What follows belongs to an exercise in optimizing a design on an open flow for small area; a production flow would make more cautious choices. Only simulation tests tie the RTL to the original design; equivalence was not proved. The clock port is modelled as an ideal driver, which makes a skipped or thinned clock tree look cheaper than it is; a real chip needs a root buffer or a tree. Power is estimated from default activity; no workload was simulated.

v56:
## top
module top(
    input ck, reset,
    input mode, hh, mm, switch,
    output alarm, mode0, mode1,
    output CA, CB, CC, CD, CE, CF, CG, DP,
    output [7:0] AN
    );
clock: 10.0 ns
lec_check: 0
cap_margin: 0
core_margin: 2
core_utilization: 40
slew_margin: 0
standard.sh (not shown) runs the stock make flow with config.mk's settings and CLKGATE_MAP_FILE= SYNTH_SCRIPT=/design/flow/synth_recipe.tcl, a recipe that flattens the netlist after the stock synthesis.
==> flow/flow/run.sh <==
#!/bin/bash
# Layout flow: the standard layout (standard.sh) with these changes:
#  1. after the standard synthesis, the combinational logic is mapped again
#     for area with each ABC script flow/abc_*.abc, and the smallest result
#     is laid out; the flip-flops are kept exactly as the standard synthesis
#     made them (same instances, names and cells);
#  2. the port buffers are buf_1 cells, and one tie cell drives all the
#     constant outputs;
#  3. the clock tree is built by flow/manual_cts.tcl in place of TritonCTS:
#     a clkbuf_2 at the clock port drives five clkbuf_8, each driving the
#     flip-flops of one fifth of the die (no dummy loads).
# Each tool's output goes to a log file of its own in this folder.
set -euo pipefail
export BUFFER_PORTS_ARGS="-buffer_cell sky130_fd_sc_hd__buf_1"
export SKIP_REPAIR_TIE_FANOUT=1
export PRE_CTS_TCL="$PWD/flow/manual_cts.tcl"
export MCTS_ROOT=sky130_fd_sc_hd__clkbuf_2
export MCTS_LEAVES=5
export MCTS_LEAF=sky130_fd_sc_hd__clkbuf_8
R="orfs/results/${FLOW_PLATFORM}/top/base"
LIB="${FLOW_HOME}/platforms/${FLOW_PLATFORM}/lib/sky130_fd_sc_hd__tt_025C_1v80.lib"
YOSYS="$(command -v yosys || echo "${FLOW_HOME}/../tools/install/yosys/bin/yosys")"

bash standard.sh synth > standard_synth.log 2>&1

cp "$R/1_2_yosys.v" "$R/1_2_yosys_standard.v"
DU="-dont_use sky130_fd_sc_hd__probe_p_8 -dont_use sky130_fd_sc_hd__probec_p_8 -dont_use sky130_fd_sc_hd__lpflow_*"
best=""
best_area=""
for script in flow/abc_*.abc; do
  name="$(basename "$script" .abc)"
  out="$R/1_2_yosys_$name.v"
  if "$YOSYS" -p "read_liberty -ignore_miss_func $LIB; blackbox sky130_fd_sc_hd__df*; \
      read_verilog $R/1_2_yosys_standard.v; hierarchy -top $FLOW_TOP; flatten; opt_clean; \
      abc -liberty $LIB $DU -script $script; opt_clean -purge; splitnets; opt_clean -purge; \
      hilomap -singleton -hicell sky130_fd_sc_hd__conb_1 HI -locell sky130_fd_sc_hd__conb_1 LO; \
      insbuf -buf sky130_fd_sc_hd__buf_4 A X; \
      read_liberty -lib -overwrite -ignore_miss_func $LIB; hierarchy -top $FLOW_TOP; \
      check -assert -mapped; tee -o resynth_$name.stat stat -liberty $LIB; \
      write_verilog -noattr -nohex -nodec $out" > resynth_$name.log 2>&1; then
    area="$(awk '/Chip area for module/ {print $NF}' resynth_$name.stat | tail -1)"
    if [[ -n "$area" ]] && { [[ -z "$best_area" ]] || awk -v a="$area" -v b="$best_area" 'BEGIN {exit !(a < b)}'; }; then
      best="$out"; best_area="$area"
    fi
  fi
done
echo "chosen: $best ($best_area um2)" > resynth_choice.txt
if [[ -n "$best" ]]; then
  cp "$best" "$R/1_2_yosys.v"
fi

bash standard.sh finish > standard_finish.log 2>&1
==> flow/flow/abc_nf_mfs_x2.abc <==
strash
&get -n
&st
&syn2
&dch -f
&nf -a -R 1000
&put
mfs3 -a
strash
&get -n
&st
&dch -f
&nf -a -R 1000
&put
mfs3 -a
topo
==> flow/flow/abc_nf_mfs_x3.abc <==
strash
&get -n
&st
&syn2
&dch -f
&nf -a -R 1000
&put
mfs3 -a
strash
&get -n
&st
&dch -f
&nf -a -R 1000
&put
mfs3 -a
strash
&get -n
&st
&dch -f
&nf -a -R 1000
&put
mfs3 -a
topo
==> flow/flow/abc_nf_mfs_x5.abc <==
strash
&get -n
&st
&syn2
&dch -f
&nf -a -R 1000
&put
mfs3 -a
strash
&get -n
&st
&dch -f
&nf -a -R 1000
&put
mfs3 -a
strash
&get -n
&st
&dch -f
&nf -a -R 1000
&put
mfs3 -a
strash
&get -n
&st
&dch -f
&nf -a -R 1000
&put
mfs3 -a
strash
&get -n
&st
&dch -f
&nf -a -R 1000
&put
mfs3 -a
topo
==> flow/flow/manual_cts.tcl <==
# Replaces clock_tree_synthesis: the clock port drives one root clock buffer
# (MCTS_ROOT, or none) which drives MCTS_LEAVES leaf clock buffers (MCTS_LEAF), each driving the flip-flops nearest to it
# (or, with NB = 0, the root drives every flip-flop).
proc clock_tree_synthesis {args} {
  set block [ord::get_db_block]
  set db [ord::get_db]
  set clk [$block findNet ck]
  set rootm ""
  if {$::env(MCTS_ROOT) ne "none"} { set rootm [$db findMaster $::env(MCTS_ROOT)] }
  set sinks [$clk getITerms]
  set xs 0; set ys 0; set n 0
  foreach it $sinks {
    set loc [[$it getInst] getLocation]
    set xs [expr {$xs + [lindex $loc 0]}]; set ys [expr {$ys + [lindex $loc 1]}]; incr n
  }
  set cx [expr {int($xs / $n)}]; set cy [expr {int($ys / $n)}]
  if {$rootm eq "NULL" || $rootm eq ""} {
    set rnet $clk
  } else {
    set root [odb::dbInst_create $block $rootm clkbuf_root]
    set rnet [odb::dbNet_create $block clknet_root]
    $rnet setSigType CLOCK
    [$root findITerm A] connect $clk
    [$root findITerm X] connect $rnet
    $root setLocation $cx $cy
    $root setPlacementStatus PLACED
  }
  set nb $::env(MCTS_LEAVES)
  if {$nb == 0} {
    foreach it $sinks { $it disconnect; $it connect $rnet }
    return
  }
  # split sinks into nb groups of (nearly) equal size: columns by x, each
  # column then split into rows by y
  set lst {}
  foreach it $sinks { set loc [[$it getInst] getLocation]; lappend lst [list [lindex $loc 0] [lindex $loc 1] $it] }
  set lst [lsort -integer -index 0 $lst]
  set total [llength $lst]
  set ncol [expr {int(ceil(sqrt($nb)))}]
  set groups {}
  set start 0
  set done 0
  for {set c 0} {$c < $ncol} {incr c} {
    set rows [expr {$nb / $ncol + ($c < $nb % $ncol ? 1 : 0)}]
    set stop [expr {int(round(double($total) * ($done + $rows) / $nb))}]
    set col [lsort -integer -index 1 [lrange $lst $start [expr {$stop - 1}]]]
    set n [llength $col]
    set rstart 0
    for {set r 0} {$r < $rows} {incr r} {
      set rstop [expr {int(round(double($n) * ($r + 1) / $rows))}]
      lappend groups [lrange $col $rstart [expr {$rstop - 1}]]
      set rstart $rstop
    }
    set start $stop
    incr done $rows
  }
  set nb [llength $groups]
  set leafm [$db findMaster $::env(MCTS_LEAF)]
  for {set g 0} {$g < $nb} {incr g} {
    set grp [lindex $groups $g]
    if {[llength $grp] == 0} continue
    set xs 0; set ys 0
    foreach e $grp { set xs [expr {$xs + [lindex $e 0]}]; set ys [expr {$ys + [lindex $e 1]}] }
    set lx [expr {int($xs / [llength $grp])}]; set ly [expr {int($ys / [llength $grp])}]
    set b [odb::dbInst_create $block $leafm clkbuf_leaf_$g]
    set nn [odb::dbNet_create $block clknet_leaf_$g]
    $nn setSigType CLOCK
    [$b findITerm A] connect $rnet
    [$b findITerm X] connect $nn
    $b setLocation $lx $ly
    $b setPlacementStatus PLACED
    foreach e $grp { set it [lindex $e 2]; $it disconnect; $it connect $nn }
  }
}
Other scripts of this flow, unchanged in this note and not shown: flow/flow/abc_amap.abc, flow/flow/abc_amap_mfs.abc, flow/flow/abc_nf.abc, flow/flow/abc_nf_mfs.abc
The flow did not stop early for v56: all stages ran, and the layout cleared the timing, DRC and antenna checks.
Input changes introduced in v48 (baseline for comparison: v56):
--- a/flow/flow/run.sh
+++ b/flow/flow/run.sh
@@ -10,2 +10,2 @@
-#     a clkbuf_2 at the clock port drives five clkbuf_8, each driving the
-#     flip-flops of one fifth of the die (no dummy loads).
+#     a clkbuf_2 at the clock port drives six clkbuf_8, each driving the
+#     flip-flops of one sixth of the die (no dummy loads).
@@ -18 +18 @@
-export MCTS_LEAVES=5
+export MCTS_LEAVES=6
--- a/flow/flow/manual_cts.tcl
+++ b/flow/flow/manual_cts.tcl
@@ -33,2 +33 @@
-  # split sinks into nb groups of (nearly) equal size: columns by x, each
-  # column then split into rows by y
+  # split sinks into a grid of nb groups: columns by x, then rows by y
@@ -38 +36,0 @@
-  set total [llength $lst]
@@ -39,0 +38 @@
+  set nrow [expr {int(ceil(double($nb) / $ncol))}]
@@ -41,2 +40 @@
-  set start 0
-  set done 0
+  set percol [expr {int(ceil(double([llength $lst]) / $ncol))}]
@@ -44,9 +42,4 @@
-    set rows [expr {$nb / $ncol + ($c < $nb % $ncol ? 1 : 0)}]
-    set stop [expr {int(round(double($total) * ($done + $rows) / $nb))}]
-    set col [lsort -integer -index 1 [lrange $lst $start [expr {$stop - 1}]]]
-    set n [llength $col]
-    set rstart 0
-    for {set r 0} {$r < $rows} {incr r} {
-      set rstop [expr {int(round(double($n) * ($r + 1) / $rows))}]
-      lappend groups [lrange $col $rstart [expr {$rstop - 1}]]
-      set rstart $rstop
+    set col [lsort -integer -index 1 [lrange $lst [expr {$c*$percol}] [expr {($c+1)*$percol - 1}]]]
+    set per [expr {int(ceil(double([llength $col]) / $nrow))}]
+    for {set r 0} {$r < $nrow} {incr r} {
+      lappend groups [lrange $col [expr {$r*$per}] [expr {($r+1)*$per - 1}]]
@@ -54,2 +46,0 @@
-    set start $stop
-    incr done $rows
removed: flow/flow/abc_nf_mfs_x2.abc
removed: flow/flow/abc_nf_mfs_x3.abc
removed: flow/flow/abc_nf_mfs_x5.abc
### Flow results
Between v48 and v56, the clock-pin slew on the worst setup and hold paths figures differ only marginally.
On post-detailed-route via-to-cell ratio, the higher figure sits with v56, not v48.
v56 and v48 ended up with nearly the same post-layout utilization of the core.
When v48 is measured against v56, its cell area turns out about 0.8% higher.
Here is what was changed in the inputs of v41 compared with v48.
==> flow/flow/abc_nf_mfs_x2.abc (new file) <==
strash
&get -n
&st
&syn2
&dch -f
&nf -a -R 1000
&put
mfs3 -a
strash
&get -n
&st
&dch -f
&nf -a -R 1000
&put
mfs3 -a
topo
==> flow/flow/abc_nf_mfs_x3.abc (new file) <==
strash
&get -n
&st
&syn2
&dch -f
&nf -a -R 1000
&put
mfs3 -a
strash
&get -n
&st
&dch -f
&nf -a -R 1000
&put
mfs3 -a
strash
&get -n
&st
&dch -f
&nf -a -R 1000
&put
mfs3 -a
topo
==> flow/flow/abc_nf_mfs_x5.abc (new file) <==
strash
&get -n
&st
&syn2
&dch -f
&nf -a -R 1000
&put
mfs3 -a
strash
&get -n
&st
&dch -f
&nf -a -R 1000
&put
mfs3 -a
strash
&get -n
&st
&dch -f
&nf -a -R 1000
&put
mfs3 -a
strash
&get -n
&st
&dch -f
&nf -a -R 1000
&put
mfs3 -a
strash
&get -n
&st
&dch -f
&nf -a -R 1000
&put
mfs3 -a
topo
--- a/flow/flow/manual_cts.tcl
+++ b/flow/flow/manual_cts.tcl
@@ -33 +33,2 @@
-  # split sinks into a grid of nb groups: columns by x, then rows by y
+  # split sinks into nb groups of (nearly) equal size: columns by x, each
+  # column then split into rows by y
@@ -36,0 +38 @@
+  set total [llength $lst]
@@ -38 +39,0 @@
-  set nrow [expr {int(ceil(double($nb) / $ncol))}]
@@ -40 +41,2 @@
-  set percol [expr {int(ceil(double([llength $lst]) / $ncol))}]
+  set start 0
+  set done 0
@@ -42,4 +44,9 @@
-    set col [lsort -integer -index 1 [lrange $lst [expr {$c*$percol}] [expr {($c+1)*$percol - 1}]]]
-    set per [expr {int(ceil(double([llength $col]) / $nrow))}]
-    for {set r 0} {$r < $nrow} {incr r} {
-      lappend groups [lrange $col [expr {$r*$per}] [expr {($r+1)*$per - 1}]]
+    set rows [expr {$nb / $ncol + ($c < $nb % $ncol ? 1 : 0)}]
+    set stop [expr {int(round(double($total) * ($done + $rows) / $nb))}]
+    set col [lsort -integer -index 1 [lrange $lst $start [expr {$stop - 1}]]]
+    set n [llength $col]
+    set rstart 0
+    for {set r 0} {$r < $rows} {incr r} {
+      set rstop [expr {int(round(double($n) * ($r + 1) / $rows))}]
+      lappend groups [lrange $col $rstart [expr {$rstop - 1}]]
+      set rstart $rstop
@@ -46,0 +54,2 @@
+    set start $stop
+    incr done $rows
## What came out
- Compared to v48, the routing of v41 uses more wire.
- Going from v48 to v41, period utilization went up by 0.61 points, number of inverters outside the clock class in the layout moved down, fraction of power consumed by the clock network essentially unchanged, via count rose by about 0.5%.
Changes in v10 relative to v41:
--- a/flow/flow/run.sh
+++ b/flow/flow/run.sh
@@ -18 +18 @@
-export MCTS_LEAVES=6
+export MCTS_LEAVES=5
--- a/flow/flow/manual_cts.tcl
+++ b/flow/flow/manual_cts.tcl
@@ -33,2 +33 @@
-  # split sinks into nb groups of (nearly) equal size: columns by x, each
-  # column then split into rows by y
+  # split sinks into a grid of nb groups: columns by x, then rows by y
@@ -38 +36,0 @@
-  set total [llength $lst]
@@ -39,0 +38 @@
+  set nrow [expr {int(ceil(double($nb) / $ncol))}]
@@ -41,2 +40 @@
-  set start 0
-  set done 0
+  set percol [expr {int(ceil(double([llength $lst]) / $ncol))}]
@@ -44,9 +42,4 @@
-    set rows [expr {$nb / $ncol + ($c < $nb % $ncol ? 1 : 0)}]
-    set stop [expr {int(round(double($total) * ($done + $rows) / $nb))}]
-    set col [lsort -integer -index 1 [lrange $lst $start [expr {$stop - 1}]]]
-    set n [llength $col]
-    set rstart 0
-    for {set r 0} {$r < $rows} {incr r} {
-      set rstop [expr {int(round(double($n) * ($r + 1) / $rows))}]
-      lappend groups [lrange $col $rstart [expr {$rstop - 1}]]
-      set rstart $rstop
+    set col [lsort -integer -index 1 [lrange $lst [expr {$c*$percol}] [expr {($c+1)*$percol - 1}]]]
+    set per [expr {int(ceil(double([llength $col]) / $nrow))}]
+    for {set r 0} {$r < $nrow} {incr r} {
+      lappend groups [lrange $col [expr {$r*$per}] [expr {($r+1)*$per - 1}]]
@@ -54,2 +46,0 @@
-    set start $stop
-    incr done $rows
--- a/flow/config.mk
+++ b/flow/config.mk
@@ -10 +10 @@
-export CORE_UTILIZATION = 40
+export CORE_UTILIZATION = 70
removed: flow/flow/abc_nf_mfs_x2.abc
removed: flow/flow/abc_nf_mfs_x3.abc
removed: flow/flow/abc_nf_mfs_x5.abc
## What came out
Changes observed in v10 relative to v41: clock share of power went down by 0.2 points, total power after layout shows no meaningful change, area of the mapped netlist has increased. Taking v41 as the reference point, the aggregate routed wire length of v10 falls by 5.1%. Filler cell count in the final layout delta for v10 relative to v41: 57% lower. Diff v41 -> v10 | die area | down by more than a quarter. v10 reports a lower wire length the detailed router placed on met1 than v41 does. Number of cells after detailed placement (lower): v10. For v41, the critical path endpoint was CG, unlike v10, where it was CD.
No run of this note takes its clock network from TritonCTS; it comes from the design's own scripts or RTL.

## re-timing with driven ports
The results above use ideal ports. As a check the final layouts listed here were re-extracted and re-timed, cells and wires unchanged. Step 1 sets driving cells, clkbuf_16 on the clock port and buf_2 on the other inputs (assumed; they add their load-dependent delay and slew). Step 2 adds t to the input delays and takes it off the output delays; t is the mean of the earliest and latest rising clock arrival at the registers after step 1. Input paths then give back, and output paths get back, about the clock's delay inside the block. Slacks: ideal ports / drivers / drivers and shift; pairs: ideal ports / drivers.
run | shift t [ns] | slack for setup (ns) | hold WS [ns] | worst setup path after step 2 | worst slew at a driven data input, ns
v56 | 0.508 | 5.527 / 5.501 / 6.009 | 0.388 / 0.388 / 0.388 | register to output | 0.03
v48 | 0.547 | 5.555 / 5.529 / 6.076 | 0.395 / 0.395 / 0.395 | register to output | 0.03
v41 | 0.536 | 5.494 / 5.468 / 6.004 | 0.387 / 0.387 / 0.387 | register to output | 0.03
v10 | 0.530 | 5.441 / 5.415 / 5.886 | 0.393 / 0.393 / 0.393 | input to register | 0.03
After both steps every run listed still meets setup and hold.
